Background: an optimization exercise with open tools, aiming at small area, a short achievable clock period and few clock cycles. Do not read the settings as production practice. Where RTL was checked, it was by simulation tests only, not by an equivalence proof against the original. The RTL of runs 1 and 2 was laid out without a check of its function. Power is estimated from default activity; no workload was simulated.

$ cat design.v
module csa_fa (
    input  a,
    input  b,
    input  c,
    output s,
    output co
);
assign s  = a ^ b ^ c;
assign co = (a & b) | (a & c) | (b & c);
endmodule
module csa_ha (
    input  a,
    input  b,
    output s,
    output co
);
assign s  = a ^ b;
assign co = a & b;
endmodule
module csa_fx (
    input  a,
    input  b,
    input  c,
    output s,
    output co
);
logic x;
assign x  = a ^ b;
assign s  = x ^ c;
assign co = x ? c : a;
endmodule
module sparse_mac_top
#(
    parameter int NUM_DECODERS = 2,
    parameter int VALUE_W = 16,
    parameter int INDEX_W = 16,
    parameter int DECODER_FIFO_DEPTH = 16,
    parameter int ACCUM_W = 32
)
(
    input mac_clk,
    input mac_rst,
    input [NUM_DECODERS-1:0] sram_valid_i,
    output [NUM_DECODERS-1:0] sram_ready_o,
    input [NUM_DECODERS*(1+VALUE_W+INDEX_W)-1:0] sram_data_i,
    output mac_valid_o,
    output [ACCUM_W-1:0] mac_data_o
);
localparam int DATA_W = 1 + VALUE_W + INDEX_W;
logic [INDEX_W-1:0] skip0, skip1;
logic [VALUE_W-1:0] val0, val1;
logic in_done0, in_done1;
assign {in_done0, val0, skip0} = sram_data_i[0 +: DATA_W];
assign {in_done1, val1, skip1} = sram_data_i[DATA_W +: DATA_W];
logic hv0, hv1;               
logic hd0, hd1;               
logic [VALUE_W-1:0] hval0;
logic [7:0] b_one, b_two, b_neg;    
logic b_top;                        
logic [7:0] g_one, g_two, g_neg;    
logic g_top;
logic [INDEX_W:0] diff;       
logic zq;                     
logic mat;                    
logic [31:0] acc_s, acc_c;    
logic [31:0] res;             
logic mq;                     
logic fin, both, d_neg, pop0, pop1, take0, take1;
assign fin   = (hv0 & hd0) | (hv1 & hd1);
assign both  = hv0 & hv1 & ~fin;
assign d_neg = diff[INDEX_W];
assign pop0  = both & ~d_neg;
assign pop1  = both & (d_neg | zq);
assign sram_ready_o[0] = ~fin & (~hv0 | pop0);
assign sram_ready_o[1] = ~fin & (~hv1 | pop1);
assign take0 = sram_valid_i[0] & sram_ready_o[0];
assign take1 = sram_valid_i[1] & sram_ready_o[1];
logic [INDEX_W:0] s1x, s0x, c10, c01, c11, diff_n;
logic [INDEX_W+1:0] c10_w, c11_w;
assign s1x   = {1'b0, skip1};
assign s0x   = {1'b0, skip0};
assign c10_w = {diff, 1'b1} + {s1x, 1'b1};           
assign c10   = c10_w[INDEX_W+1:1];
assign c01   = diff + ~s0x;                           
assign c11_w = {s1x, 1'b1} + {~s0x, 1'b1};           
assign c11   = c11_w[INDEX_W+1:1];
logic t00, t01, t10, t11;
assign t00 = ~take1 & ~take0;
assign t01 = ~take1 &  take0;
assign t10 =  take1 & ~take0;
assign t11 =  take1 &  take0;
assign diff_n = ({(INDEX_W+1){t00}} & diff) | ({(INDEX_W+1){t01}} & c01)
              | ({(INDEX_W+1){t10}} & c10) | ({(INDEX_W+1){t11}} & c11);
logic [INDEX_W:0] diff_m1;
logic z10, z01, z11, zn;
assign diff_m1 = diff - 1'b1;
assign z10 = (s1x == ~diff);
assign z01 = (s0x == diff_m1);
assign z11 = (skip1 == skip0);
assign zn  = (t00 & zq) | (t01 & z01) | (t10 & z10) | (t11 & z11);
logic hv0n, hv1n, hd0n, hd1n, finn, matn;
assign hv0n = take0 | (hv0 & ~pop0);
assign hv1n = take1 | (hv1 & ~pop1);
assign hd0n = take0 ? in_done0 : hd0;
assign hd1n = take1 ? in_done1 : hd1;
assign finn = (hv0n & hd0n) | (hv1n & hd1n);
assign matn = hv0n & hv1n & ~finn & zn;
logic [7:0] e_one, e_two, e_neg;
always_comb begin
    for (int j = 0; j < 8; j++) begin
        logic hi, mid, lo;
        hi  = val1[2*j+1];
        mid = val1[2*j];
        lo  = (j == 0) ? 1'b0 : val1[2*j-1];
        e_one[j] = mid ^ lo;
        e_two[j] = (hi & ~mid & ~lo) | (~hi & mid & lo);
        e_neg[j] = hi;
    end
end
logic [7:0] n_one, n_two, n_neg;    
logic n_top;
assign n_one = take1 ? e_one : b_one;
assign n_two = take1 ? e_two : b_two;
assign n_neg = take1 ? e_neg : b_neg;
assign n_top = take1 ? val1[15] : b_top;
logic [16:0] bpp [8];
logic [15:0] bpp8;
always_comb begin
    for (int j = 0; j < 8; j++)
        for (int i = 0; i < 17; i++)
            bpp[j][i] = ((g_one[j] & ((i < 16) ? hval0[i] : 1'b0))
                       | (g_two[j] & ((i > 0) ? hval0[i-1] : 1'b0))) ^ g_neg[j];
    for (int i = 0; i < 16; i++)
        bpp8[i] = g_top & hval0[i];
end
logic [31:0] tree_s, tree_c;
logic mt_0, mt_1, mt_2, mt_3, mt_4, mt_5, mt_6, mt_7, mt_8, mt_9, mt_10, mt_11;
logic mt_12, mt_13, mt_14, mt_15, mt_16, mt_17, mt_18, mt_19, mt_20, mt_21, mt_22, mt_23;
logic mt_24, mt_25, mt_26, mt_27, mt_28, mt_29, mt_30, mt_31, mt_32, mt_33, mt_34, mt_35;
logic mt_36, mt_37, mt_38, mt_39, mt_40, mt_41, mt_42, mt_43, mt_44, mt_45, mt_46, mt_47;
logic mt_48, mt_49, mt_50, mt_51, mt_52, mt_53, mt_54, mt_55, mt_56, mt_57, mt_58, mt_59;
logic mt_60, mt_61, mt_62, mt_63, mt_64, mt_65, mt_66, mt_67, mt_68, mt_69, mt_70, mt_71;
logic mt_72, mt_73, mt_74, mt_75, mt_76, mt_77, mt_78, mt_79, mt_80, mt_81, mt_82, mt_83;
logic mt_84, mt_85, mt_86, mt_87, mt_88, mt_89, mt_90, mt_91, mt_92, mt_93, mt_94, mt_95;
logic mt_96, mt_97, mt_98, mt_99, mt_100, mt_101, mt_102, mt_103, mt_104, mt_105, mt_106, mt_107;
logic mt_108, mt_109, mt_110, mt_111, mt_112, mt_113, mt_114, mt_115, mt_116, mt_117, mt_118, mt_119;
logic mt_120, mt_121, mt_122, mt_123, mt_124, mt_125, mt_126, mt_127, mt_128, mt_129, mt_130, mt_131;
logic mt_132, mt_133, mt_134, mt_135, mt_136, mt_137, mt_138, mt_139, mt_140, mt_141, mt_142, mt_143;
logic mt_144, mt_145, mt_146, mt_147, mt_148, mt_149, mt_150, mt_151, mt_152, mt_153, mt_154, mt_155;
logic mt_156, mt_157, mt_158, mt_159, mt_160, mt_161, mt_162, mt_163, mt_164, mt_165, mt_166, mt_167;
logic mt_168, mt_169, mt_170, mt_171, mt_172, mt_173, mt_174, mt_175, mt_176, mt_177, mt_178, mt_179;
logic mt_180, mt_181, mt_182, mt_183, mt_184, mt_185, mt_186, mt_187, mt_188, mt_189, mt_190, mt_191;
logic mt_192, mt_193, mt_194, mt_195, mt_196, mt_197, mt_198, mt_199, mt_200, mt_201, mt_202, mt_203;
logic mt_204, mt_205, mt_206, mt_207, mt_208, mt_209, mt_210, mt_211, mt_212, mt_213, mt_214, mt_215;
logic mt_216, mt_217, mt_218, mt_219, mt_220, mt_221, mt_222, mt_223, mt_224, mt_225, mt_226, mt_227;
logic mt_228, mt_229, mt_230, mt_231, mt_232, mt_233, mt_234, mt_235, mt_236, mt_237, mt_238, mt_239;
logic mt_240, mt_241, mt_242, mt_243, mt_244, mt_245, mt_246, mt_247, mt_248, mt_249, mt_250, mt_251;
logic mt_252, mt_253, mt_254, mt_255, mt_256, mt_257, mt_258, mt_259, mt_260, mt_261, mt_262, mt_263;
logic mt_264, mt_265, mt_266, mt_267, mt_268, mt_269, mt_270, mt_271, mt_272, mt_273, mt_274, mt_275;
logic mt_276, mt_277, mt_278, mt_279, mt_280, mt_281, mt_282, mt_283, mt_284, mt_285, mt_286, mt_287;
logic mt_288, mt_289, mt_290, mt_291, mt_292, mt_293, mt_294, mt_295, mt_296, mt_297, mt_298, mt_299;
logic mt_300, mt_301, mt_302, mt_303, mt_304, mt_305, mt_306, mt_307, mt_308, mt_309, mt_310, mt_311;
logic mt_312, mt_313, mt_314, mt_315, mt_316, mt_317, mt_318, mt_319, mt_320, mt_321, mt_322, mt_323;
logic mt_324, mt_325, mt_326, mt_327, mt_328, mt_329, mt_330, mt_331, mt_332, mt_333, mt_334, mt_335;
logic mt_336, mt_337, mt_338, mt_339, mt_340, mt_341, mt_342, mt_343, mt_344, mt_345, mt_346, mt_347;
logic mt_348, mt_349, mt_350, mt_351, mt_352, mt_353, mt_354, mt_355, mt_356, mt_357, mt_358, mt_359;
logic mt_360, mt_361, mt_362, mt_363, mt_364, mt_365, mt_366, mt_367, mt_368, mt_369, mt_370, mt_371;
logic mt_372, mt_373, mt_374, mt_375, mt_376, mt_377, mt_378, mt_379, mt_380, mt_381, mt_382, mt_383;
logic mt_384, mt_385, mt_386, mt_387, mt_388, mt_389, mt_390, mt_391;
csa_ha u_mt_0 (.a(acc_s[12]), .b(acc_c[12]), .s(mt_0), .co(mt_1));
csa_ha u_mt_2 (.a(acc_s[13]), .b(acc_c[13]), .s(mt_2), .co(mt_3));
csa_fa u_mt_4 (.a(acc_s[14]), .b(acc_c[14]), .c(g_neg[7]), .s(mt_4), .co(mt_5));
csa_ha u_mt_6 (.a(bpp[0][14]), .b(bpp[1][12]), .s(mt_6), .co(mt_7));
csa_fx u_mt_8 (.a(acc_s[15]), .b(acc_c[15]), .c(bpp[0][15]), .s(mt_8), .co(mt_9));
csa_ha u_mt_10 (.a(bpp[1][13]), .b(bpp[2][11]), .s(mt_10), .co(mt_11));
csa_fa u_mt_12 (.a(acc_s[16]), .b(acc_c[16]), .c(bpp8[0]), .s(mt_12), .co(mt_13));
csa_fx u_mt_14 (.a(bpp[0][16]), .b(bpp[1][14]), .c(bpp[2][12]), .s(mt_14), .co(mt_15));
csa_fa u_mt_16 (.a(acc_s[17]), .b(acc_c[17]), .c(g_neg[0]), .s(mt_16), .co(mt_17));
csa_fa u_mt_18 (.a(bpp8[1]), .b(bpp[1][15]), .c(bpp[2][13]), .s(mt_18), .co(mt_19));
csa_fa u_mt_20 (.a(acc_s[18]), .b(acc_c[18]), .c(g_neg[0]), .s(mt_20), .co(mt_21));
csa_fa u_mt_22 (.a(bpp8[2]), .b(bpp[1][16]), .c(bpp[2][14]), .s(mt_22), .co(mt_23));
csa_fa u_mt_24 (.a(acc_s[19]), .b(acc_c[19]), .c(~g_neg[0]), .s(mt_24), .co(mt_25));
csa_fx u_mt_26 (.a(~g_neg[1]), .b(bpp8[3]), .c(bpp[2][15]), .s(mt_26), .co(mt_27));
csa_fa u_mt_28 (.a(1'b1), .b(acc_s[20]), .c(acc_c[20]), .s(mt_28), .co(mt_29));
csa_ha u_mt_30 (.a(bpp8[4]), .b(bpp[2][16]), .s(mt_30), .co(mt_31));
csa_fa u_mt_32 (.a(acc_s[21]), .b(acc_c[21]), .c(~g_neg[2]), .s(mt_32), .co(mt_33));
csa_ha u_mt_34 (.a(1'b1), .b(acc_s[22]), .s(mt_34), .co(mt_35));
csa_ha u_mt_36 (.a(acc_s[6]), .b(acc_c[6]), .s(mt_36), .co(mt_37));
csa_ha u_mt_38 (.a(acc_s[7]), .b(acc_c[7]), .s(mt_38), .co(mt_39));
csa_fa u_mt_40 (.a(acc_s[8]), .b(acc_c[8]), .c(g_neg[4]), .s(mt_40), .co(mt_41));
csa_ha u_mt_42 (.a(bpp[0][8]), .b(bpp[1][6]), .s(mt_42), .co(mt_43));
csa_fa u_mt_44 (.a(acc_s[9]), .b(acc_c[9]), .c(bpp[0][9]), .s(mt_44), .co(mt_45));
csa_ha u_mt_46 (.a(bpp[1][7]), .b(bpp[2][5]), .s(mt_46), .co(mt_47));
csa_fa u_mt_48 (.a(acc_s[10]), .b(acc_c[10]), .c(g_neg[5]), .s(mt_48), .co(mt_49));
csa_fa u_mt_50 (.a(bpp[0][10]), .b(bpp[1][8]), .c(bpp[2][6]), .s(mt_50), .co(mt_51));
csa_ha u_mt_52 (.a(bpp[3][4]), .b(bpp[4][2]), .s(mt_52), .co(mt_53));
csa_fa u_mt_54 (.a(acc_s[11]), .b(acc_c[11]), .c(bpp[0][11]), .s(mt_54), .co(mt_55));
csa_fa u_mt_56 (.a(bpp[1][9]), .b(bpp[2][7]), .c(bpp[3][5]), .s(mt_56), .co(mt_57));
csa_ha u_mt_58 (.a(bpp[4][3]), .b(bpp[5][1]), .s(mt_58), .co(mt_59));
csa_fa u_mt_60 (.a(g_neg[6]), .b(mt_0), .c(bpp[0][12]), .s(mt_60), .co(mt_61));
csa_fa u_mt_62 (.a(bpp[1][10]), .b(bpp[2][8]), .c(bpp[3][6]), .s(mt_62), .co(mt_63));
csa_fa u_mt_64 (.a(bpp[4][4]), .b(bpp[5][2]), .c(bpp[6][0]), .s(mt_64), .co(mt_65));
csa_fa u_mt_66 (.a(mt_1), .b(mt_2), .c(bpp[0][13]), .s(mt_66), .co(mt_67));
csa_fa u_mt_68 (.a(bpp[1][11]), .b(bpp[2][9]), .c(bpp[3][7]), .s(mt_68), .co(mt_69));
csa_fa u_mt_70 (.a(bpp[4][5]), .b(bpp[5][3]), .c(bpp[6][1]), .s(mt_70), .co(mt_71));
csa_fa u_mt_72 (.a(mt_3), .b(mt_4), .c(bpp[2][10]), .s(mt_72), .co(mt_73));
csa_fa u_mt_74 (.a(bpp[3][8]), .b(bpp[4][6]), .c(bpp[5][4]), .s(mt_74), .co(mt_75));
csa_fx u_mt_76 (.a(bpp[6][2]), .b(bpp[7][0]), .c(mt_6), .s(mt_76), .co(mt_77));
csa_fa u_mt_78 (.a(mt_5), .b(bpp[3][9]), .c(bpp[4][7]), .s(mt_78), .co(mt_79));
csa_fa u_mt_80 (.a(bpp[5][5]), .b(bpp[6][3]), .c(bpp[7][1]), .s(mt_80), .co(mt_81));
csa_fx u_mt_82 (.a(mt_8), .b(mt_7), .c(mt_10), .s(mt_82), .co(mt_83));
csa_fa u_mt_84 (.a(mt_12), .b(bpp[3][10]), .c(bpp[4][8]), .s(mt_84), .co(mt_85));
csa_fa u_mt_86 (.a(bpp[5][6]), .b(bpp[6][4]), .c(bpp[7][2]), .s(mt_86), .co(mt_87));
csa_fx u_mt_88 (.a(mt_11), .b(mt_9), .c(mt_14), .s(mt_88), .co(mt_89));
csa_fa u_mt_90 (.a(mt_16), .b(bpp[3][11]), .c(bpp[4][9]), .s(mt_90), .co(mt_91));
csa_fa u_mt_92 (.a(bpp[5][7]), .b(bpp[6][5]), .c(bpp[7][3]), .s(mt_92), .co(mt_93));
csa_fx u_mt_94 (.a(mt_13), .b(mt_15), .c(mt_18), .s(mt_94), .co(mt_95));
csa_fa u_mt_96 (.a(mt_20), .b(mt_17), .c(bpp[3][12]), .s(mt_96), .co(mt_97));
csa_fa u_mt_98 (.a(bpp[4][10]), .b(bpp[5][8]), .c(bpp[6][6]), .s(mt_98), .co(mt_99));
csa_fx u_mt_100 (.a(bpp[7][4]), .b(mt_19), .c(mt_22), .s(mt_100), .co(mt_101));
csa_fa u_mt_102 (.a(mt_24), .b(mt_21), .c(bpp[3][13]), .s(mt_102), .co(mt_103));
csa_fa u_mt_104 (.a(bpp[4][11]), .b(bpp[5][9]), .c(bpp[6][7]), .s(mt_104), .co(mt_105));
csa_fx u_mt_106 (.a(bpp[7][5]), .b(mt_26), .c(mt_23), .s(mt_106), .co(mt_107));
csa_fa u_mt_108 (.a(mt_28), .b(mt_25), .c(bpp[3][14]), .s(mt_108), .co(mt_109));
csa_fa u_mt_110 (.a(bpp[4][12]), .b(bpp[5][10]), .c(bpp[6][8]), .s(mt_110), .co(mt_111));
csa_fx u_mt_112 (.a(bpp[7][6]), .b(mt_30), .c(mt_27), .s(mt_112), .co(mt_113));
csa_fa u_mt_114 (.a(mt_29), .b(bpp8[5]), .c(mt_32), .s(mt_114), .co(mt_115));
csa_fa u_mt_116 (.a(bpp[3][15]), .b(bpp[4][13]), .c(bpp[5][11]), .s(mt_116), .co(mt_117));
csa_fx u_mt_118 (.a(bpp[6][9]), .b(bpp[7][7]), .c(mt_31), .s(mt_118), .co(mt_119));
csa_fa u_mt_120 (.a(acc_c[22]), .b(mt_34), .c(bpp8[6]), .s(mt_120), .co(mt_121));
csa_fa u_mt_122 (.a(mt_33), .b(bpp[3][16]), .c(bpp[4][14]), .s(mt_122), .co(mt_123));
csa_fa u_mt_124 (.a(bpp[5][12]), .b(bpp[6][10]), .c(bpp[7][8]), .s(mt_124), .co(mt_125));
csa_fa u_mt_126 (.a(acc_s[23]), .b(acc_c[23]), .c(mt_35), .s(mt_126), .co(mt_127));
csa_fa u_mt_128 (.a(~g_neg[3]), .b(bpp8[7]), .c(bpp[4][15]), .s(mt_128), .co(mt_129));
csa_fa u_mt_130 (.a(bpp[5][13]), .b(bpp[6][11]), .c(bpp[7][9]), .s(mt_130), .co(mt_131));
csa_fa u_mt_132 (.a(1'b1), .b(acc_s[24]), .c(acc_c[24]), .s(mt_132), .co(mt_133));
csa_fa u_mt_134 (.a(bpp8[8]), .b(bpp[4][16]), .c(bpp[5][14]), .s(mt_134), .co(mt_135));
csa_ha u_mt_136 (.a(bpp[6][12]), .b(bpp[7][10]), .s(mt_136), .co(mt_137));
csa_fa u_mt_138 (.a(acc_s[25]), .b(acc_c[25]), .c(~g_neg[4]), .s(mt_138), .co(mt_139));
csa_fa u_mt_140 (.a(bpp8[9]), .b(bpp[5][15]), .c(bpp[6][13]), .s(mt_140), .co(mt_141));
csa_fa u_mt_142 (.a(1'b1), .b(acc_s[26]), .c(acc_c[26]), .s(mt_142), .co(mt_143));
csa_ha u_mt_144 (.a(bpp8[10]), .b(bpp[5][16]), .s(mt_144), .co(mt_145));
csa_fa u_mt_146 (.a(acc_s[27]), .b(acc_c[27]), .c(~g_neg[5]), .s(mt_146), .co(mt_147));
csa_ha u_mt_148 (.a(1'b1), .b(acc_s[28]), .s(mt_148), .co(mt_149));
csa_ha u_mt_150 (.a(acc_s[2]), .b(acc_c[2]), .s(mt_150), .co(mt_151));
csa_ha u_mt_152 (.a(acc_s[3]), .b(acc_c[3]), .s(mt_152), .co(mt_153));
csa_fa u_mt_154 (.a(acc_s[4]), .b(acc_c[4]), .c(g_neg[2]), .s(mt_154), .co(mt_155));
csa_ha u_mt_156 (.a(bpp[0][4]), .b(bpp[1][2]), .s(mt_156), .co(mt_157));
csa_fa u_mt_158 (.a(acc_s[5]), .b(acc_c[5]), .c(bpp[0][5]), .s(mt_158), .co(mt_159));
csa_ha u_mt_160 (.a(bpp[1][3]), .b(bpp[2][1]), .s(mt_160), .co(mt_161));
csa_fa u_mt_162 (.a(g_neg[3]), .b(mt_36), .c(bpp[0][6]), .s(mt_162), .co(mt_163));
csa_fa u_mt_164 (.a(bpp[1][4]), .b(bpp[2][2]), .c(bpp[3][0]), .s(mt_164), .co(mt_165));
csa_fa u_mt_166 (.a(mt_37), .b(mt_38), .c(bpp[0][7]), .s(mt_166), .co(mt_167));
csa_fa u_mt_168 (.a(bpp[1][5]), .b(bpp[2][3]), .c(bpp[3][1]), .s(mt_168), .co(mt_169));
csa_fa u_mt_170 (.a(mt_39), .b(mt_40), .c(bpp[2][4]), .s(mt_170), .co(mt_171));
csa_fa u_mt_172 (.a(bpp[3][2]), .b(bpp[4][0]), .c(mt_42), .s(mt_172), .co(mt_173));
csa_fa u_mt_174 (.a(mt_41), .b(bpp[3][3]), .c(bpp[4][1]), .s(mt_174), .co(mt_175));
csa_fa u_mt_176 (.a(mt_44), .b(mt_43), .c(mt_46), .s(mt_176), .co(mt_177));
csa_fa u_mt_178 (.a(mt_48), .b(bpp[5][0]), .c(mt_47), .s(mt_178), .co(mt_179));
csa_fa u_mt_180 (.a(mt_52), .b(mt_45), .c(mt_50), .s(mt_180), .co(mt_181));
csa_fa u_mt_182 (.a(mt_49), .b(mt_54), .c(mt_53), .s(mt_182), .co(mt_183));
csa_fa u_mt_184 (.a(mt_58), .b(mt_51), .c(mt_56), .s(mt_184), .co(mt_185));
csa_fa u_mt_186 (.a(mt_60), .b(mt_59), .c(mt_55), .s(mt_186), .co(mt_187));
csa_fa u_mt_188 (.a(mt_57), .b(mt_62), .c(mt_64), .s(mt_188), .co(mt_189));
csa_fa u_mt_190 (.a(mt_66), .b(mt_61), .c(mt_63), .s(mt_190), .co(mt_191));
csa_fa u_mt_192 (.a(mt_65), .b(mt_68), .c(mt_70), .s(mt_192), .co(mt_193));
csa_fa u_mt_194 (.a(mt_72), .b(mt_67), .c(mt_69), .s(mt_194), .co(mt_195));
csa_fa u_mt_196 (.a(mt_71), .b(mt_74), .c(mt_76), .s(mt_196), .co(mt_197));
csa_fa u_mt_198 (.a(mt_73), .b(mt_75), .c(mt_78), .s(mt_198), .co(mt_199));
csa_fa u_mt_200 (.a(mt_80), .b(mt_82), .c(mt_77), .s(mt_200), .co(mt_201));
csa_fx u_mt_202 (.a(mt_79), .b(mt_81), .c(mt_84), .s(mt_202), .co(mt_203));
csa_fx u_mt_204 (.a(mt_86), .b(mt_83), .c(mt_88), .s(mt_204), .co(mt_205));
csa_fx u_mt_206 (.a(mt_85), .b(mt_87), .c(mt_90), .s(mt_206), .co(mt_207));
csa_fx u_mt_208 (.a(mt_92), .b(mt_94), .c(mt_89), .s(mt_208), .co(mt_209));
csa_fa u_mt_210 (.a(mt_96), .b(mt_91), .c(mt_93), .s(mt_210), .co(mt_211));
csa_fa u_mt_212 (.a(mt_98), .b(mt_100), .c(mt_95), .s(mt_212), .co(mt_213));
csa_fa u_mt_214 (.a(mt_102), .b(mt_97), .c(mt_99), .s(mt_214), .co(mt_215));
csa_fx u_mt_216 (.a(mt_104), .b(mt_106), .c(mt_101), .s(mt_216), .co(mt_217));
csa_fa u_mt_218 (.a(mt_108), .b(mt_103), .c(mt_105), .s(mt_218), .co(mt_219));
csa_fx u_mt_220 (.a(mt_110), .b(mt_112), .c(mt_107), .s(mt_220), .co(mt_221));
csa_fa u_mt_222 (.a(mt_114), .b(mt_109), .c(mt_111), .s(mt_222), .co(mt_223));
csa_fx u_mt_224 (.a(mt_116), .b(mt_118), .c(mt_113), .s(mt_224), .co(mt_225));
csa_fa u_mt_226 (.a(mt_120), .b(mt_115), .c(mt_117), .s(mt_226), .co(mt_227));
csa_fa u_mt_228 (.a(mt_122), .b(mt_124), .c(mt_119), .s(mt_228), .co(mt_229));
csa_fa u_mt_230 (.a(mt_126), .b(mt_121), .c(mt_128), .s(mt_230), .co(mt_231));
csa_fa u_mt_232 (.a(mt_123), .b(mt_125), .c(mt_130), .s(mt_232), .co(mt_233));
csa_fa u_mt_234 (.a(mt_132), .b(mt_127), .c(mt_136), .s(mt_234), .co(mt_235));
csa_fa u_mt_236 (.a(mt_129), .b(mt_131), .c(mt_134), .s(mt_236), .co(mt_237));
csa_fa u_mt_238 (.a(mt_133), .b(mt_138), .c(bpp[7][11]), .s(mt_238), .co(mt_239));
csa_fa u_mt_240 (.a(mt_137), .b(mt_135), .c(mt_140), .s(mt_240), .co(mt_241));
csa_fa u_mt_242 (.a(mt_142), .b(mt_139), .c(bpp[6][14]), .s(mt_242), .co(mt_243));
csa_fa u_mt_244 (.a(bpp[7][12]), .b(mt_144), .c(mt_141), .s(mt_244), .co(mt_245));
csa_fa u_mt_246 (.a(mt_143), .b(bpp8[11]), .c(mt_146), .s(mt_246), .co(mt_247));
csa_fa u_mt_248 (.a(bpp[6][15]), .b(bpp[7][13]), .c(mt_145), .s(mt_248), .co(mt_249));
csa_fa u_mt_250 (.a(acc_c[28]), .b(mt_148), .c(bpp8[12]), .s(mt_250), .co(mt_251));
csa_fa u_mt_252 (.a(mt_147), .b(bpp[6][16]), .c(bpp[7][14]), .s(mt_252), .co(mt_253));
csa_fa u_mt_254 (.a(acc_s[29]), .b(acc_c[29]), .c(mt_149), .s(mt_254), .co(mt_255));
csa_fa u_mt_256 (.a(~g_neg[6]), .b(bpp8[13]), .c(bpp[7][15]), .s(mt_256), .co(mt_257));
csa_fa u_mt_258 (.a(1'b1), .b(acc_s[30]), .c(acc_c[30]), .s(mt_258), .co(mt_259));
csa_ha u_mt_260 (.a(bpp8[14]), .b(bpp[7][16]), .s(mt_260), .co(mt_261));
csa_fa u_mt_262 (.a(acc_s[31]), .b(acc_c[31]), .c(~g_neg[7]), .s(mt_262), .co(mt_263));
csa_ha u_mt_264 (.a(acc_s[0]), .b(acc_c[0]), .s(mt_264), .co(mt_265));
csa_ha u_mt_266 (.a(acc_s[1]), .b(acc_c[1]), .s(mt_266), .co(mt_267));
csa_fa u_mt_268 (.a(g_neg[1]), .b(mt_150), .c(bpp[0][2]), .s(mt_268), .co(mt_269));
csa_fa u_mt_270 (.a(mt_151), .b(mt_152), .c(bpp[0][3]), .s(mt_270), .co(mt_271));
csa_fa u_mt_272 (.a(mt_153), .b(mt_154), .c(bpp[2][0]), .s(mt_272), .co(mt_273));
csa_fa u_mt_274 (.a(mt_155), .b(mt_158), .c(mt_157), .s(mt_274), .co(mt_275));
csa_fa u_mt_276 (.a(mt_162), .b(mt_161), .c(mt_159), .s(mt_276), .co(mt_277));
csa_fa u_mt_278 (.a(mt_166), .b(mt_163), .c(mt_165), .s(mt_278), .co(mt_279));
csa_fa u_mt_280 (.a(mt_170), .b(mt_167), .c(mt_169), .s(mt_280), .co(mt_281));
csa_fa u_mt_282 (.a(mt_171), .b(mt_174), .c(mt_176), .s(mt_282), .co(mt_283));
csa_fa u_mt_284 (.a(mt_175), .b(mt_178), .c(mt_177), .s(mt_284), .co(mt_285));
csa_fx u_mt_286 (.a(mt_179), .b(mt_182), .c(mt_184), .s(mt_286), .co(mt_287));
csa_fx u_mt_288 (.a(mt_183), .b(mt_186), .c(mt_185), .s(mt_288), .co(mt_289));
csa_fa u_mt_290 (.a(mt_187), .b(mt_190), .c(mt_189), .s(mt_290), .co(mt_291));
csa_fx u_mt_292 (.a(mt_191), .b(mt_194), .c(mt_193), .s(mt_292), .co(mt_293));
csa_fa u_mt_294 (.a(mt_195), .b(mt_198), .c(mt_197), .s(mt_294), .co(mt_295));
csa_fx u_mt_296 (.a(mt_202), .b(mt_199), .c(mt_201), .s(mt_296), .co(mt_297));
csa_fx u_mt_298 (.a(mt_206), .b(mt_203), .c(mt_205), .s(mt_298), .co(mt_299));
csa_fx u_mt_300 (.a(mt_210), .b(mt_207), .c(mt_209), .s(mt_300), .co(mt_301));
csa_fx u_mt_302 (.a(mt_211), .b(mt_214), .c(mt_216), .s(mt_302), .co(mt_303));
csa_fx u_mt_304 (.a(mt_215), .b(mt_218), .c(mt_220), .s(mt_304), .co(mt_305));
csa_fx u_mt_306 (.a(mt_219), .b(mt_222), .c(mt_224), .s(mt_306), .co(mt_307));
csa_fx u_mt_308 (.a(mt_226), .b(mt_223), .c(mt_228), .s(mt_308), .co(mt_309));
csa_fx u_mt_310 (.a(mt_230), .b(mt_227), .c(mt_232), .s(mt_310), .co(mt_311));
csa_fx u_mt_312 (.a(mt_234), .b(mt_231), .c(mt_236), .s(mt_312), .co(mt_313));
csa_fx u_mt_314 (.a(mt_238), .b(mt_235), .c(mt_240), .s(mt_314), .co(mt_315));
csa_fa u_mt_316 (.a(mt_242), .b(mt_239), .c(mt_244), .s(mt_316), .co(mt_317));
csa_fa u_mt_318 (.a(mt_246), .b(mt_243), .c(mt_248), .s(mt_318), .co(mt_319));
csa_fa u_mt_320 (.a(mt_250), .b(mt_247), .c(mt_252), .s(mt_320), .co(mt_321));
csa_fa u_mt_322 (.a(mt_254), .b(mt_251), .c(mt_256), .s(mt_322), .co(mt_323));
csa_fa u_mt_324 (.a(mt_258), .b(mt_255), .c(mt_260), .s(mt_324), .co(mt_325));
csa_fa u_mt_326 (.a(mt_259), .b(bpp8[15]), .c(mt_262), .s(mt_326), .co(mt_327));
csa_ha u_mt_328 (.a(g_neg[0]), .b(mt_264), .s(mt_328), .co(mt_329));
csa_fa u_mt_330 (.a(mt_265), .b(mt_266), .c(bpp[0][1]), .s(mt_330), .co(mt_331));
csa_fa u_mt_332 (.a(mt_267), .b(bpp[1][0]), .c(mt_268), .s(mt_332), .co(mt_333));
csa_fa u_mt_334 (.a(bpp[1][1]), .b(mt_270), .c(mt_269), .s(mt_334), .co(mt_335));
csa_fa u_mt_336 (.a(mt_272), .b(mt_156), .c(mt_271), .s(mt_336), .co(mt_337));
csa_fa u_mt_338 (.a(mt_160), .b(mt_273), .c(mt_274), .s(mt_338), .co(mt_339));
csa_fa u_mt_340 (.a(mt_164), .b(mt_275), .c(mt_276), .s(mt_340), .co(mt_341));
csa_fa u_mt_342 (.a(mt_168), .b(mt_277), .c(mt_278), .s(mt_342), .co(mt_343));
csa_fa u_mt_344 (.a(mt_172), .b(mt_279), .c(mt_280), .s(mt_344), .co(mt_345));
csa_fx u_mt_346 (.a(mt_173), .b(mt_281), .c(mt_282), .s(mt_346), .co(mt_347));
csa_fx u_mt_348 (.a(mt_180), .b(mt_284), .c(mt_283), .s(mt_348), .co(mt_349));
csa_fx u_mt_350 (.a(mt_181), .b(mt_286), .c(mt_285), .s(mt_350), .co(mt_351));
csa_fx u_mt_352 (.a(mt_188), .b(mt_288), .c(mt_287), .s(mt_352), .co(mt_353));
csa_fx u_mt_354 (.a(mt_192), .b(mt_289), .c(mt_290), .s(mt_354), .co(mt_355));
csa_fx u_mt_356 (.a(mt_196), .b(mt_291), .c(mt_292), .s(mt_356), .co(mt_357));
csa_fx u_mt_358 (.a(mt_200), .b(mt_293), .c(mt_294), .s(mt_358), .co(mt_359));
csa_fx u_mt_360 (.a(mt_204), .b(mt_296), .c(mt_295), .s(mt_360), .co(mt_361));
csa_fx u_mt_362 (.a(mt_208), .b(mt_298), .c(mt_297), .s(mt_362), .co(mt_363));
csa_fx u_mt_364 (.a(mt_212), .b(mt_300), .c(mt_299), .s(mt_364), .co(mt_365));
csa_fx u_mt_366 (.a(mt_213), .b(mt_302), .c(mt_301), .s(mt_366), .co(mt_367));
csa_fx u_mt_368 (.a(mt_217), .b(mt_304), .c(mt_303), .s(mt_368), .co(mt_369));
csa_fx u_mt_370 (.a(mt_221), .b(mt_306), .c(mt_305), .s(mt_370), .co(mt_371));
csa_fx u_mt_372 (.a(mt_225), .b(mt_308), .c(mt_307), .s(mt_372), .co(mt_373));
csa_fx u_mt_374 (.a(mt_229), .b(mt_310), .c(mt_309), .s(mt_374), .co(mt_375));
csa_fa u_mt_376 (.a(mt_233), .b(mt_312), .c(mt_311), .s(mt_376), .co(mt_377));
csa_fa u_mt_378 (.a(mt_237), .b(mt_314), .c(mt_313), .s(mt_378), .co(mt_379));
csa_fx u_mt_380 (.a(mt_241), .b(mt_316), .c(mt_315), .s(mt_380), .co(mt_381));
csa_fx u_mt_382 (.a(mt_245), .b(mt_318), .c(mt_317), .s(mt_382), .co(mt_383));
csa_fa u_mt_384 (.a(mt_249), .b(mt_320), .c(mt_319), .s(mt_384), .co(mt_385));
csa_fa u_mt_386 (.a(mt_253), .b(mt_322), .c(mt_321), .s(mt_386), .co(mt_387));
csa_fa u_mt_388 (.a(mt_257), .b(mt_324), .c(mt_323), .s(mt_388), .co(mt_389));
csa_fa u_mt_390 (.a(mt_326), .b(mt_261), .c(mt_325), .s(mt_390), .co(mt_391));
assign tree_s[0] = bpp[0][0];
assign tree_c[0] = mt_328;
assign tree_s[1] = mt_330;
assign tree_c[1] = mt_329;
assign tree_s[2] = mt_332;
assign tree_c[2] = mt_331;
assign tree_s[3] = mt_334;
assign tree_c[3] = mt_333;
assign tree_s[4] = mt_336;
assign tree_c[4] = mt_335;
assign tree_s[5] = mt_338;
assign tree_c[5] = mt_337;
assign tree_s[6] = mt_340;
assign tree_c[6] = mt_339;
assign tree_s[7] = mt_342;
assign tree_c[7] = mt_341;
assign tree_s[8] = mt_344;
assign tree_c[8] = mt_343;
assign tree_s[9] = mt_346;
assign tree_c[9] = mt_345;
assign tree_s[10] = mt_348;
assign tree_c[10] = mt_347;
assign tree_s[11] = mt_350;
assign tree_c[11] = mt_349;
assign tree_s[12] = mt_352;
assign tree_c[12] = mt_351;
assign tree_s[13] = mt_354;
assign tree_c[13] = mt_353;
assign tree_s[14] = mt_356;
assign tree_c[14] = mt_355;
assign tree_s[15] = mt_358;
assign tree_c[15] = mt_357;
assign tree_s[16] = mt_360;
assign tree_c[16] = mt_359;
assign tree_s[17] = mt_362;
assign tree_c[17] = mt_361;
assign tree_s[18] = mt_364;
assign tree_c[18] = mt_363;
assign tree_s[19] = mt_366;
assign tree_c[19] = mt_365;
assign tree_s[20] = mt_368;
assign tree_c[20] = mt_367;
assign tree_s[21] = mt_370;
assign tree_c[21] = mt_369;
assign tree_s[22] = mt_372;
assign tree_c[22] = mt_371;
assign tree_s[23] = mt_374;
assign tree_c[23] = mt_373;
assign tree_s[24] = mt_376;
assign tree_c[24] = mt_375;
assign tree_s[25] = mt_378;
assign tree_c[25] = mt_377;
assign tree_s[26] = mt_380;
assign tree_c[26] = mt_379;
assign tree_s[27] = mt_382;
assign tree_c[27] = mt_381;
assign tree_s[28] = mt_384;
assign tree_c[28] = mt_383;
assign tree_s[29] = mt_386;
assign tree_c[29] = mt_385;
assign tree_s[30] = mt_388;
assign tree_c[30] = mt_387;
assign tree_s[31] = mt_390;
assign tree_c[31] = mt_389;
always_ff @(posedge mac_clk or negedge mac_rst) begin
    if (~mac_rst) begin
        hv0   <= 1'b0;
        hv1   <= 1'b0;
        diff  <= '0;
        zq    <= 1'b1;
        mat   <= 1'b0;
        acc_s <= '0;
        acc_c <= '0;
        mq    <= 1'b0;
        g_one <= '0;
        g_two <= '0;
        g_neg <= '0;
        g_top <= 1'b0;
    end else begin
        hv0   <= hv0n;
        hv1   <= hv1n;
        diff  <= diff_n;
        zq    <= zn;
        mat   <= matn;
        acc_s <= tree_s;
        acc_c <= tree_c;
        mq    <= mat;
        g_one <= n_one & {8{matn}};
        g_two <= n_two & {8{matn}};
        g_neg <= n_neg & {8{matn}};
        g_top <= n_top & matn;
    end
end
function automatic [31:0] bk_add(input [31:0] a, input [31:0] b);
    logic [31:0] g, p, gg, pp;
    g = a & b;
    p = a ^ b;
    gg = g;
    pp = p;
    for (int l = 0; l < 5; l++)
        for (int i = 0; i < 32; i++)
            if (((i + 1) % (2 << l)) == 0) begin
                gg[i] = gg[i] | (pp[i] & gg[i - (1 << l)]);
                pp[i] = pp[i] & pp[i - (1 << l)];
            end
    for (int l = 3; l >= 0; l--)
        for (int i = 0; i < 32; i++)
            if (((i + 1) % (2 << l)) == (1 << l) && i >= (2 << l)) begin
                gg[i] = gg[i] | (pp[i] & gg[i - (1 << l)]);
                pp[i] = pp[i] & pp[i - (1 << l)];
            end
    bk_add = p ^ {gg[30:0], 1'b0};
endfunction
always_ff @(posedge mac_clk) begin
    res <= bk_add(acc_s, acc_c);
    if (take0) begin
        hval0 <= val0;
        hd0   <= in_done0;
    end
    b_one <= n_one;
    b_two <= n_two;
    b_neg <= n_neg;
    b_top <= n_top;
    hd1   <= hd1n;
end
assign mac_valid_o = fin & ~mq;
assign mac_data_o  = res;
endmodule
$ cat flow/run.sh
#!/bin/bash
set -euo pipefail
export BUFFER_PORTS_ARGS="-buffer_cell sky130_fd_sc_hd__buf_2"
bash standard.sh finish > flow_make.log 2>&1
$ cat standard.sh
#!/bin/bash
# synth_recipe.tcl (not shown) runs the flow's synth.tcl, then flattens the netlist and writes it again
# the make line also repeats each setting of config.mk as NAME=value (left out here)
make -C /OpenROAD-flow-scripts/flow DESIGN_CONFIG=/design/flow/config.mk WORK_HOME=/design/flow/orfs CLKGATE_MAP_FILE= SYNTH_SCRIPT=/design/flow/synth_recipe.tcl "${@:-finish}"
$ cat config.mk
export PLATFORM = sky130hd
export DESIGN_NAME = sparse_mac_top
export DESIGN_NICKNAME = sparse_mac_top
export VERILOG_FILES = /design/flow/design.v
export SDC_FILE = /design/flow/constraint.sdc
export NUM_CORES = 4
export LEC_CHECK = 0
export CAP_MARGIN = 20
export CORE_MARGIN = 2
export CORE_UTILIZATION = 40
export SETUP_SLACK_MARGIN = 3.6
export SLEW_MARGIN = 20
export SYNTH_HIERARCHICAL = 1
$ cat constraint.sdc
create_clock -name core_clock -period 7.0 [get_ports {mac_clk}]
set_input_delay 1.4000 -clock core_clock [delete_from_list [all_inputs] [get_ports {mac_clk}]]
set_output_delay 1.4000 -clock core_clock [all_outputs]
set_load 0.01 [all_outputs]
==> results by group, run 1 <==
Timing
  • Period Utilization, post-route: 0.480
  • Worst slew pin tran: 815 ps
  • Hold Worst Slack: 359 ps
  • Slew margin rel.: 0.457
  • Setup Skew: 12.3 ps
  • Tmin final: 3360 ps
  • Setup Viol. Count Final: 0
  • Sum of negative setup slack: 0 ps
  • Max Slew Vio Count: 0
  • Fmax: 0.298 GHz
  • RSZ-0062 raised after global routing: true
  • Final Hold Fails: 0

Pwr
  • Logic pwr share: 0.696
  • Cell area power density: 530 nW/um2
  • Seq pwr share: 0.210
  • Clk pwr share: 0.094
  • Switch share: 0.412
  • Internal power: 0.00592 W
  • Maximum vdd ir drop: 0.245 mV
  • Leak: 8.20 nW
  • Net Sw Power: 0.00415 W

Detailed routing
  • Via density: 5.50
  • Via Count: 12200
  • Detail Route Antenna Nets: 0
  • Iter 0 DRT Violations: 757
  • DRC: 0
  • First drt pass iteration count: 5
  • Total Routed Length: 43800 um
  • Wire per inst: 19.8 um

Min path
  • Hold Crit Start: mat
  • Worst hold-check path type: flop to flop

Global route
  • Global-route usage over all layers: 0.207
  • Met3 Usage GRT: 0.0296
  • Grt met1 use: 0.276
  • Met2 Track Usage GR: 0.348
  • GR peak layer: met2
  • Largest net degree at the start of global routing: 62
  • Vias in the first global route: 12600
  • Initial antenna violation count: 1
  • GRT overflow: 0
  • First-pass GRT wire length: 69900 um

Run
  • MaxCap Viol Count: 0

Die
  • Chip width: 209 um
  • Initial core utilization: 0.403
  • Core area: 41700 um2
  • I/O Pins: 105
  • Site row count: 75
  • Die area: 43600 um2
  • Die height: 209 um

Worst setup path
  • CP endpoint kind: flop
  • Crit path from: sram_data_i[2]
  • Worst-path maximum fanout: 6
  • CP Class: primary input to flop
  • Worst Setup Start Kind: primary input
  • WP data arrival: 3710 ps
  • Worst path required time: 7350 ps
  • Worst R2R Start: acc_s[0]

Yosys
  • Fraction of registers with async set/reset: 0.597
  • Mapped cell area: 16800 um2
  • Post-synth top area share: 0.172
  • Post-synth top area cell: fa_1
  • Mapped Cells: 1573
  • Synthesis-stage register bit count: 186
  • Sequential area share after synthesis: 0.264
  • Yosys warns: 9
  • Post-synth EDFFs: 16
  • Mean Syn Cell Area: 10.7 um2
  • Ys flop type: dfrtp_1
  • Synth area leaders: fa_1 (17%), dfrtp_1 (16%), xnor2_1 (9.2%)
  • Distinct cells, synth: 78

Clocking
  • TritonCTS buffer count: 17
  • Worst skew pair latency: 460 ps
  • CTS Sinks: 186
  • CTS root buf: clkbuf_16
  • TritonCTS clock tree: built
  • CTS Hold Buffers Added: 0
  • Clock transition at path regs: 70 ps
  • H-tree Lvls: 4
  • Clock Tree Buf Depth: 2

Finish
  • Most common cell after layout, fill and taps aside: xnor2_1
  • Layout Nets: 1975
  • Finished Core Util: 0.456
  • Share of cells above drive strength 1: 0.172
  • Area occupied by multi-input gates: 11900 um2
  • Most frequent cells in the layout: xnor2_1 (176), fa_1 (139), a22oi_1 (120), nand2_1 (111), buf_2 (103)
  • Sequential Area: 4450 um2
  • Fillers: 3932
  • P&R area growth vs syn: 13.1%

Placed design
  • Routability cong.: 0.862
  • DP Wirelength: 32300 um
  • PortBufs: 104

Status
  • Status: finished clean
-- cells in the mapped netlist, types with 28 or more instances --
cell and instances:
a22oi_1 120, maj3_1 48, nor2_1 55, a21oi_1 48, dfrtp_1 110, nor3_1 28
inv_1 66, nand2_1 113, xnor2_1 176, ha_1 101, o21ai_0 45, dfxtp_1 59
xor3_1 48, clkbuf_1 85, fa_1 144
-- worst paths after layout --
path | end | slack [ps] | cells past startpoint
max reg2reg | res[15] | 3660 | 13
min in group asynchronous | acc_c[24] | 960 | 1
max | diff[15] | 3640 | 11
min | mq | 360 | 0
max in group asynchronous | diff[16] | 4700 | 2
min reg2reg | mq | 360 | 0
-- modules after synthesis (local to each module, per instance) --
module / flops+latches / cells / area [um2] / copies in the design
csa_fx: 0 / 2 / 33.8 / 48
sparse_mac_top: 186 / 1329 / 12400 / 1
csa_ha: 0 / 1 / 12.5 / 23
csa_fa: 0 / 1 / 20.0 / 125
-- flip-flops by register name, summed over array words and instances, names as in the netlist, 8 cells and up --
register  flops
acc_c        32
acc_s        32
res          32
diff         17
hval0        16
b_neg         8
b_one         8
b_two         8
g_neg         8
g_one         8
g_two         8
-- worst max-delay path, stage by stage --
cell and delay, ps:
buf_2 130, inv_1 90, ha_1 410, o21a_1 160
o31a_1 270, o41ai_4 100, a311o_1 420, o21ai_2 190
a31oi_1 120, mux2i_1 160, nor4_1 260
-- cells by family (layout without fill, tap and decap cells) --
logic type / count (synthesis) / after routing / share of synthesized area
AOI/OAI and AO/OA: 343 / 344 / 0.144
and+or+nand+nor: 324 / 324 / 0.0976
adders and majority gates: 293 / 293 / 0.276
xor gates and xnor gates: 249 / 249 / 0.173
DFF: 186 / 186 / 0.264
buffers and inverters: 169 / 263 / 0.0401
muxes: 8 / 8 / 0.00492
other: 1 / 8 / 0.000223
-- power by group through the flow --
stage	sequential, W	combinational (W)	clock (W)
2_1_floorplan	0.00196	0.00551	0
3_3_place_gp	0.00220	0.00663	0
3_5_place_dp	0.00221	0.00672	0
4_1_cts	0.00218	0.00690	0.000967
5_1_grt	0.00219	0.00775	0.00101
6_report	0.00212	0.00701	0.000943
-- final cells by class --
class                   count  area share
multi-input cells        1224       0.628
flip-flops and latches    186       0.234
repair buffers            165      0.0590
well taps                 539      0.0355
clock buffers              17      0.0224
inverters                  66      0.0137
clock inverters            15     0.00705
diodes                      2    0.000263
-- metal layers --
layer / up-vias / part of all wire
met5: - / 0
met4: 0 / 0.021
met3: 50 / 0.049
met2: 341 / 0.49
met1: 6090 / 0.44
li1: 5703 / -
-- through the flow --
step                      std cells  total power, W  cell area (um2)  worst slack (ps)
after floorplan                1578         0.00746            16900              3520
after global placement         2131         0.00883            17800              2900
after detailed placement       2131         0.00894            17800              2850
after CTS                      2180          0.0100            18600              3600
after global routing           2213          0.0110            19000              3520
final                          2214          0.0101            19000              3640
-- repair_timing --
item | in CTS | in global routing
setup buffers | 16 | 32
resized for setup | 21 | 29
pin swaps | 8 | 13
gates cloned | 1 | 0
endpoints found under the setup margin | 45 | 53
hold endpoints to repair | 0 | 0
==> run 2, diff against run 1 <==
--- a/config.mk
+++ b/config.mk
@@ -9,5 +9,5 @@
 export CORE_MARGIN = 2
 export CORE_UTILIZATION = 40
-export SETUP_SLACK_MARGIN = 3.6
+export SETUP_SLACK_MARGIN = 3.75
 export SLEW_MARGIN = 20
 export SYNTH_HIERARCHICAL = 1
==> run 2 against run 1 <==
Synthesized cell count unchanged. Via count increased by 3.5%. Worst setup slack improved by 110 ps. Global-route usage increased by 0.62 points. Clock skew increased by 4.5 ps. Clock power increased by 13%. Utilization increased by 1.6 points. Largest cell class unchanged. Highest routed layer is now met5.
==> results by group, run 2 <==
Finish
  • Layout Nets: 2010 (was 1975)
  • Finished Core Util: 0.472 (was 0.456)
  • Biggest regs: acc_c: 32 flops, acc_s: 32 flops, res: 32 flops (unchanged)
  • P&R area growth vs syn: 17.2% (was 13.1%)
  • Most common cell after layout, fill and taps aside: xnor2_1 (unchanged)
  • Most frequent cells in the layout: xnor2_1 (176), fa_1 (136), a22oi_1 (118), nand2_1 (112), buf_2 (101) (was xnor2_1 (176), fa_1 (139), a22oi_1 (120), nand2_1 (111), buf_2 (103))
  • Share of cells above drive strength 1: 0.212 (was 0.172)
  • Fillers: 3872 (was 3932)

Worst setup path
  • Crit path from: sram_data_i[1] (was sram_data_i[2])
  • Reg2reg setup slack: 3780 ps (was 3660 ps)
  • CP endpoint kind: flop (unchanged)
  • CP Class: primary input to flop (unchanged)
  • Worst Setup Start Kind: primary input (unchanged)
  • R2R depth: 8 (was 13)
  • Reg-to-reg endpoint: acc_c[18] (was res[15])
  • WP data arrival: 3580 ps (was 3710 ps)
  • Worst R2R Start: hval0[13] (was acc_s[0])
  • Worst-path maximum fanout: 4 (was 6)
  • Worst path required time: 7340 ps (was 7350 ps)

Global route
  • GRT overflow: 0 (unchanged)
  • Global-route usage over all layers: 0.213 (was 0.207)
  • Initial antenna violation count: 3 (was 1)
  • Vias in the first global route: 13000 (was 12600)
  • Largest net degree at the start of global routing: 59 (was 62)
  • First-pass GRT wire length: 72100 um (was 69900 um)

Yosys
  • Yosys warns: 9 (unchanged)
  • Ys flop type: dfrtp_1 (unchanged)
  • Synth area leaders: fa_1 (17%), dfrtp_1 (16%), xnor2_1 (9.2%) (unchanged)
  • Mean Syn Cell Area: 10.7 um2 (unchanged)
  • Post-synth top area share: 0.172 (unchanged)
  • Post-synth EDFFs: 16 (unchanged)
  • Mapped cell area: 16800 um2 (unchanged)
  • Synthesis-stage register bit count: 186 (unchanged)
  • Sequential area share after synthesis: 0.264 (unchanged)
  • Mapped Cells: 1573 (unchanged)
  • Post-synth top area cell: fa_1 (unchanged)
  • Fraction of registers with async set/reset: 0.597 (unchanged)
  • Count leader, synth: xnor2_1 (unchanged)
  • Distinct cells, synth: 78 (unchanged)
  • Top post-synthesis cells by count: xnor2_1 (176), fa_1 (144), a22oi_1 (120) (unchanged)

Timing
  • RSZ-0062 raised after global routing: true (unchanged)
  • Max Slew Vio Count: 0 (unchanged)
  • Hold Worst Slack: 361 ps (was 359 ps)
  • Fmax: 0.308 GHz (was 0.298 GHz)
  • Sum of negative setup slack: 0 ps (unchanged)
  • Period Utilization, post-route: 0.464 (was 0.480)
  • Slew margin rel.: 0.466 (was 0.457)
  • Worst slew pin tran: 800 ps (was 815 ps)
  • Setup Viol. Count Final: 0 (unchanged)
  • Tmin final: 3250 ps (was 3360 ps)
  • Setup Skew: 16.8 ps (was 12.3 ps)
  • Final Hold Fails: 0 (unchanged)

Die
  • Initial core utilization: 0.403 (unchanged)
  • Chip width: 209 um (unchanged)
  • Die height: 209 um (unchanged)
  • Die area: 43600 um2 (unchanged)
  • Core area: 41700 um2 (unchanged)
  • Site row count: 75 (unchanged)
  • I/O Pins: 105 (unchanged)

Min path
  • Worst Hold Depth: 0 (unchanged)
  • Worst hold-check path type: flop to flop (unchanged)
  • Hold EP: mq (unchanged)
  • Hold Crit Start: mat (unchanged)

Detailed routing
  • DRC: 0 (unchanged)
  • Via Count: 12600 (was 12200)
  • Wire per inst: 20.4 um (was 19.8 um)
  • Iter 0 DRT Violations: 928 (was 757)
  • Via density: 5.61 (was 5.50)
  • Met3 routed WL: 2680 um (was 2150 um)
  • DR top layer: met5 (was met4)
  • M1 wire length: 19400 um (was 19300 um)
  • Met2 wire len: 22300 um (was 21500 um)
  • Total Routed Length: 45800 um (was 43800 um)
  • First drt pass iteration count: 5 (unchanged)
  • Detail Route Antenna Nets: 0 (unchanged)

Clocking
  • CTS Sinks: 186 (unchanged)
  • CTS root buf: clkbuf_16 (unchanged)
  • H-tree Lvls: 4 (unchanged)
  • Clock transition at path regs: 70 ps (about the same)
  • TritonCTS buffer count: 17 (unchanged)
  • Worst skew pair latency: 470 ps (was 460 ps)
  • Clock Tree Buf Depth: 2 (unchanged)
  • TritonCTS clock tree: built (unchanged)

Pwr
  • Cell area power density: 535 nW/um2 (was 530 nW/um2)
  • Overall Power: 0.0105 W (was 0.0101 W)
  • Leak: 8.42 nW (was 8.20 nW)
  • Maximum vdd ir drop: 0.342 mV (was 0.245 mV)

Run
  • MaxCap Viol Count: 0 (unchanged)

Placed design
  • DP Wirelength: 32100 um (was 32300 um)
  • PortBufs: 104 (unchanged)
  • Routability cong.: 0.872 (was 0.862)

Status
  • Status: finished clean (unchanged)
[run 2: worst max path at each step]
stage                          end  slack (ps)
after floorplan           diff[16]        3520
after global placement     res[31]        2730
after detailed placement   res[31]        2840
after CTS                  res[31]        3680
after global routing       res[29]        3620
final                     diff[11]        3750
[run 2: final cells by class]
cell class,count,area (um2),share of cell area
multi-input cells,1226,12100,0.616
flip-flops and latches,186,4470,0.227
clock buffers,18,450,0.0229
diodes,1,2.50,0.000127
well taps,539,674,0.0343
repair buffers,198,1500,0.0762
clock inverters,14,194,0.00985
inverters,66,268,0.0136
[run 2: report_power, final]
| group | internal, W | switching [W] | total (W) |
|---|---|---|---|
| Sequential | 0.00164 | 0.000478 | 0.00211 |
| Clock | 0.000620 | 0.000449 | 0.00107 |
| Combinational | 0.00396 | 0.00339 | 0.00735 |
| Total | 0.00621 | 0.00432 | 0.0105 |
[run 2: cell families after synthesis]
group / Yosys count / share of synthesized area
AO/OA/AOI/OAI: 343 / 0.144
AND/OR/NAND/NOR: 324 / 0.0976
adder cells (fa/ha/maj): 293 / 0.276
XOR/XNOR: 249 / 0.173
flip-flops: 186 / 0.264
buffers and inverters: 169 / 0.0401
multiplexers: 8 / 0.00492
other: 1 / 0.000223
[run 2: worst max-delay path, cell delays in order]
cell and delay (ps):
clkbuf_4 160, inv_6 80, ha_4 190, nor2b_2 150, o31a_1 370, o41ai_4 380
a311o_1 280, xor2_1 170, nor2_1 70, a211oi_2 260, a21oi_1 60
[run 2: layer usage]
metal  up-vias  track usage
li1       5773            -
met1      6310        0.276
met2       434        0.358
met3        85       0.0353
met4         4       0.0830
met5         -            0
[run 2: timing repair]
item                                    in CTS  in global routing
hold buffers                                 0                  0
endpoints found under the setup margin      82                 64
setup buffers                               58                 22
pin swaps                                   10                 28
gates cloned                                 1                  3
gates resized for setup                     36                 50
[run 2: metrics by stage]
stage | worst slack, ps | instance area, um2 | std cells
final | 3750 | 19700 | 2248
after global routing | 3620 | 19700 | 2247
after CTS | 3680 | 19300 | 2222
after detailed placement | 2840 | 17900 | 2131
after global placement | 2730 | 17900 | 2131
after floorplan | 3520 | 17000 | 1578
[run 2: per-module statistics from Yosys (local to each module, per instance)]
module          flip-flops and latches  times used  cell area (um2)
csa_ha                               0          23             12.5
csa_fx                               0          48             33.8
csa_fa                               0         125             20.0
sparse_mac_top                     186           1            12400
==> run 3, diff against run 2 <==
--- a/design.v
+++ b/design.v
@@ -56,6 +56,5 @@
 logic hd0, hd1;               
 logic [VALUE_W-1:0] hval0;
-logic [7:0] b_one, b_two, b_neg;    
-logic b_top;                        
+logic [VALUE_W-1:0] hval1;
 logic [7:0] g_one, g_two, g_neg;    
 logic g_top;
@@ -106,22 +105,20 @@
 assign finn = (hv0n & hd0n) | (hv1n & hd1n);
 assign matn = hv0n & hv1n & ~finn & zn;
-logic [7:0] e_one, e_two, e_neg;
+logic [VALUE_W-1:0] n_val1;
+logic [7:0] n_one, n_two, n_neg;
+logic n_top;
+assign n_val1 = take1 ? val1 : hval1;
 always_comb begin
     for (int j = 0; j < 8; j++) begin
         logic hi, mid, lo;
-        hi  = val1[2*j+1];
-        mid = val1[2*j];
-        lo  = (j == 0) ? 1'b0 : val1[2*j-1];
-        e_one[j] = mid ^ lo;
-        e_two[j] = (hi & ~mid & ~lo) | (~hi & mid & lo);
-        e_neg[j] = hi;
+        hi  = n_val1[2*j+1];
+        mid = n_val1[2*j];
+        lo  = (j == 0) ? 1'b0 : n_val1[2*j-1];
+        n_one[j] = mid ^ lo;
+        n_two[j] = (hi & ~mid & ~lo) | (~hi & mid & lo);
+        n_neg[j] = hi;
     end
 end
-logic [7:0] n_one, n_two, n_neg;    
-logic n_top;
-assign n_one = take1 ? e_one : b_one;
-assign n_two = take1 ? e_two : b_two;
-assign n_neg = take1 ? e_neg : b_neg;
-assign n_top = take1 ? val1[15] : b_top;
+assign n_top = n_val1[15];
 logic [16:0] bpp [8];
 logic [15:0] bpp8;
@@ -483,9 +480,8 @@
         hd0   <= in_done0;
     end
-    b_one <= n_one;
-    b_two <= n_two;
-    b_neg <= n_neg;
-    b_top <= n_top;
-    hd1   <= hd1n;
+    if (take1) begin
+        hval1 <= val1;
+        hd1   <= in_done1;
+    end
 end
 assign mac_valid_o = fin & ~mq;
==> run 3 against run 2 <==
Still clean. Utilization shrank 0.64 points. Sequential cell count shrank 10. Non-clock buffer count shrank 14. Critical path type unchanged. Critical endpoint is now diff[10]. Largest power group unchanged.
==> results by group, run 3 <==
Status
  • Status: finished clean (unchanged)

Finish
  • Most common cell after layout, fill and taps aside: xnor2_1 (unchanged)
  • Share of cells above drive strength 1: 0.182 (was 0.212)
  • Layout Nets: 1965 (was 2010)
  • Most frequent cells in the layout: xnor2_1 (175), fa_1 (137), a22oi_1 (119), buf_2 (103), ha_1 (99) (was xnor2_1 (176), fa_1 (136), a22oi_1 (118), nand2_1 (112), buf_2 (101))
  • P&R area growth vs syn: 15.4% (was 17.2%)
  • Biggest regs: acc_c: 32 flops, acc_s: 32 flops, res: 32 flops (unchanged)

Worst setup path
  • Critical path buffer and inverter count: 2 (unchanged)
  • Critical path's slowest cell: o31a_1 (was o41ai_4)
  • Worst path top cell family by delay: compound AO/OA/AOI/OAI gates (unchanged)
  • CP Class: primary input to flop (unchanged)
  • Crit-path cells: buf_2, inv_1, ha_1, fa_2, nor2b_1, o31a_1, o31a_1, o21ai_0, nand2b_1, a31oi_2, xor2_1, a211oi_1 (was clkbuf_4, inv_6, ha_4, nor2b_2, o31a_1, o41ai_4, a311o_1, xor2_1, nor2_1, a211oi_2, a21oi_1)
  • Reg2reg setup slack: 3770 ps (was 3780 ps)
  • WP data arrival: 3590 ps (was 3580 ps)
  • Worst path required time: 7320 ps (was 7340 ps)
  • Most common cell on crit path: o31a_1
  • Worst-path maximum fanout: 3 (was 4)
  • CP endpoint kind: flop (unchanged)
  • Worst Setup Start Kind: primary input (unchanged)
  • Critical Path Max Stage Delay: 320 ps (was 380 ps)

Die
  • Chip width: 207 um (was 209 um)
  • Die height: 207 um (was 209 um)
  • Site row count: 74 (was 75)
  • Core area: 40600 um2 (was 41700 um2)
  • Initial core utilization: 0.404 (was 0.403)
  • I/O Pins: 105 (unchanged)
  • Die area: 42700 um2 (was 43600 um2)

Detailed routing
  • Iter 0 DRT Violations: 893 (was 928)
  • DRC: 0 (unchanged)
  • Via density: 5.52 (was 5.61)
  • First drt pass iteration count: 6 (was 5)
  • Detail Route Antenna Nets: 0 (unchanged)
  • Wire per inst: 19.6 um (was 20.4 um)
  • Via Count: 12100 (was 12600)
  • Total Routed Length: 43000 um (was 45800 um)

Yosys
  • Yosys warns: 9 (unchanged)
  • Mean Syn Cell Area: 10.7 um2 (about the same)
  • Synthesis-stage register bit count: 176 (was 186)
  • Post-synth top area share: 0.176 (was 0.172)
  • Count leader, synth: xnor2_1 (unchanged)
  • Fraction of registers with async set/reset: 0.625 (was 0.597)
  • Mapped cell area: 16400 um2 (was 16800 um2)
  • Top post-synthesis cells by count: xnor2_1 (176), fa_1 (144), a22oi_1 (121) (was xnor2_1 (176), fa_1 (144), a22oi_1 (120))
  • Mapped Cells: 1539 (was 1573)
  • Synth area leaders: fa_1 (18%), dfrtp_1 (17%), xnor2_1 (9.4%) (was fa_1 (17%), dfrtp_1 (16%), xnor2_1 (9.2%))
  • Post-synth EDFFs: 16 (unchanged)
  • Post-synth top area cell: fa_1 (unchanged)
  • Ys flop type: dfrtp_1 (unchanged)
  • Distinct cells, synth: 72 (was 78)
  • Sequential area share after synthesis: 0.258 (was 0.264)

Placed design
  • PortBufs: 104 (unchanged)
  • DP Wirelength: 31200 um (was 32100 um)
  • Routability cong.: 0.904 (was 0.872)

Global route
  • Largest net degree at the start of global routing: 61 (was 59)
  • Initial antenna violation count: 1 (was 3)
  • First-pass GRT wire length: 68300 um (was 72100 um)
  • Vias in the first global route: 12300 (was 13000)
  • Global-route usage over all layers: 0.209 (was 0.213)
  • GRT overflow: 0 (unchanged)

Clocking
  • Clock Tree Buf Depth: 2 (unchanged)
  • Clock transition at path regs: 80 ps (was 70 ps)
  • H-tree Lvls: 4 (unchanged)
  • TritonCTS buffer count: 17 (unchanged)
  • CTS Hold Buffers Added: 0 (unchanged)
  • CTS root buf: clkbuf_16 (unchanged)
  • TritonCTS clock tree: built (unchanged)
  • Worst skew pair latency: 460 ps (was 470 ps)
  • CTS Sinks: 176 (was 186)

Timing
  • Slew margin rel.: 0.439 (was 0.466)
  • RSZ-0062 raised after global routing: true (unchanged)
  • Sum of negative setup slack: 0 ps (unchanged)
  • Tmin final: 3270 ps (was 3250 ps)
  • Setup Skew: 14.5 ps (was 16.8 ps)
  • Setup Viol. Count Final: 0 (unchanged)
  • Period Utilization, post-route: 0.467 (was 0.464)
  • Final Hold Fails: 0 (unchanged)
  • Worst slew pin tran: 842 ps (was 800 ps)
  • Fmax: 0.306 GHz (was 0.308 GHz)
  • Max Slew Vio Count: 0 (unchanged)

Min path
  • Worst hold-check path type: flop to flop (unchanged)

Pwr
  • Cell area power density: 282 nW/um2 (was 535 nW/um2)
  • Maximum vdd ir drop: 0.214 mV (was 0.342 mV)
  • Leak: 8.44 nW (was 8.42 nW)
  • Overall Power: 0.00533 W (was 0.0105 W)

Run
  • MaxCap Viol Count: 0 (unchanged)
==> run 3: cell types whose count changed after synthesis, moves of 8 or more <==
cell	delta
nand3_1	+11
nand2_1	-33
a21oi_1	+8
a211oi_1	+8
a31oi_1	-8
dfxtp_1	-9
nor2b_2	-9
mux2i_1	+10
==> run 3: power by group <==
| part | switching [W] | internal, W | total, W |
|---|---|---|---|
| Combinational | 0.00150 | 0.00126 | 0.00276 |
| Sequential | 0.000267 | 0.00127 | 0.00154 |
| Clock | 0.000459 | 0.000573 | 0.00103 |
| Total | 0.00223 | 0.00311 | 0.00533 |
==> run 3: worst paths after layout <==
check / from / endpoint / cells past startpoint
max in group asynchronous: mac_rst / g_two[2] / 2
hold / removal: mat / mq / 0
min in group asynchronous: mac_rst / acc_s[6] / 1
setup reg to reg: g_neg[7] / acc_c[16] / 6
hold reg to reg: mat / mq / 0
setup / recovery: sram_data_i[33] / diff[10] / 12
==> run 3: what timing repair did <==
action,CTS,global route
buffers inserted,45,23
gates cloned,2,2
endpoints found under the setup margin,76,65
resized for setup,39,51
pin swaps,11,20
==> run 3: cell type report <==
class                   count  area, um2
clock buffers              17        425
diodes                      1       2.50
clock inverters            15        195
multi-input cells        1197      11800
repair buffers            184       1300
fillers                  3720      21700
flip-flops and latches    176       4270
well taps                 532        666
inverters                  74        283
==> run 3: logic make-up (layout without fill, tap and decap cells) <==
group                      after synthesis  in the layout  share of synthesized area
muxes                                   16             16                    0.00976
other                                    1              7                   0.000228
and+or+nand+nor                        284            286                     0.0865
DFF                                    176            176                      0.258
xor gates and xnor gates               248            248                      0.176
buffers and inverters                  173            290                     0.0410
adders and majority gates              293            293                      0.282
AOI/OAI and AO/OA                      348            348                      0.146
==> run 3: modules after synthesis, one instance, submodules excluded <==
module	copies in the design	flip-flops and latches
sparse_mac_top	1	176
csa_fx	48	0
csa_ha	23	0
csa_fa	125	0
==> run 3: routing by layer <==
layer	wire, um	share of wire	up-vias	GRT usage
li1	-	-	5633	-
met4	1260	0.029	0	0.0747
met1	19300	0.45	5975	0.290
met5	0	0	-	0
met2	19500	0.45	446	0.327
met3	2890	0.067	68	0.0385
==> run 3: stage by stage <==
stage	setup slack, ps	instance area, um2	std cells	hold WS [ps]	utilization
2_1_floorplan	3740	16500	1544	331	-
3_3_place_gp	2900	17300	2091	337	0.426
3_5_place_dp	2680	17300	2091	342	0.426
4_1_cts	3660	18500	2170	357	0.455
5_1_grt	3640	18900	2196	384	0.466
6_report	3730	18900	2196	353	0.466
Testbench counts of run 3, summed over its fixed seeds: cycles 7,526.

what the ideal ports hide:
Ports are ideal in the flow. The routed layouts listed here were re-timed in OpenROAD. Step 1 sets driving cells, clkbuf_16 on the clock port and buf_2 on the other inputs (assumed; they add their load-dependent delay and slew). Step 2 adds t to the input delays and takes it off the output delays; t is the mean of the earliest and latest rising clock arrival at the registers after step 1. Input paths then give back, and output paths get back, about the clock's delay inside the block. a / b / c = no drivers / after step 1 / after step 2; a / b = the first two.
| run | shift t [ns] | setup WS [ns] | worst data-port slew with drivers (ns) |
|---|---|---|---|
| run 1 | 0.508 | 3.640 / 3.656 / 3.163 | 0.10 |
| run 2 | 0.510 | 3.754 / 3.768 / 3.258 | 0.11 |
| run 3 | 0.503 | 3.730 / 3.764 / 3.261 | 0.09 |
After both steps setup and hold are still met in every run listed. For run 2, which loses most, drivers alone change the setup slack by +0.014 ns; drivers and shift together by -0.496 ns.
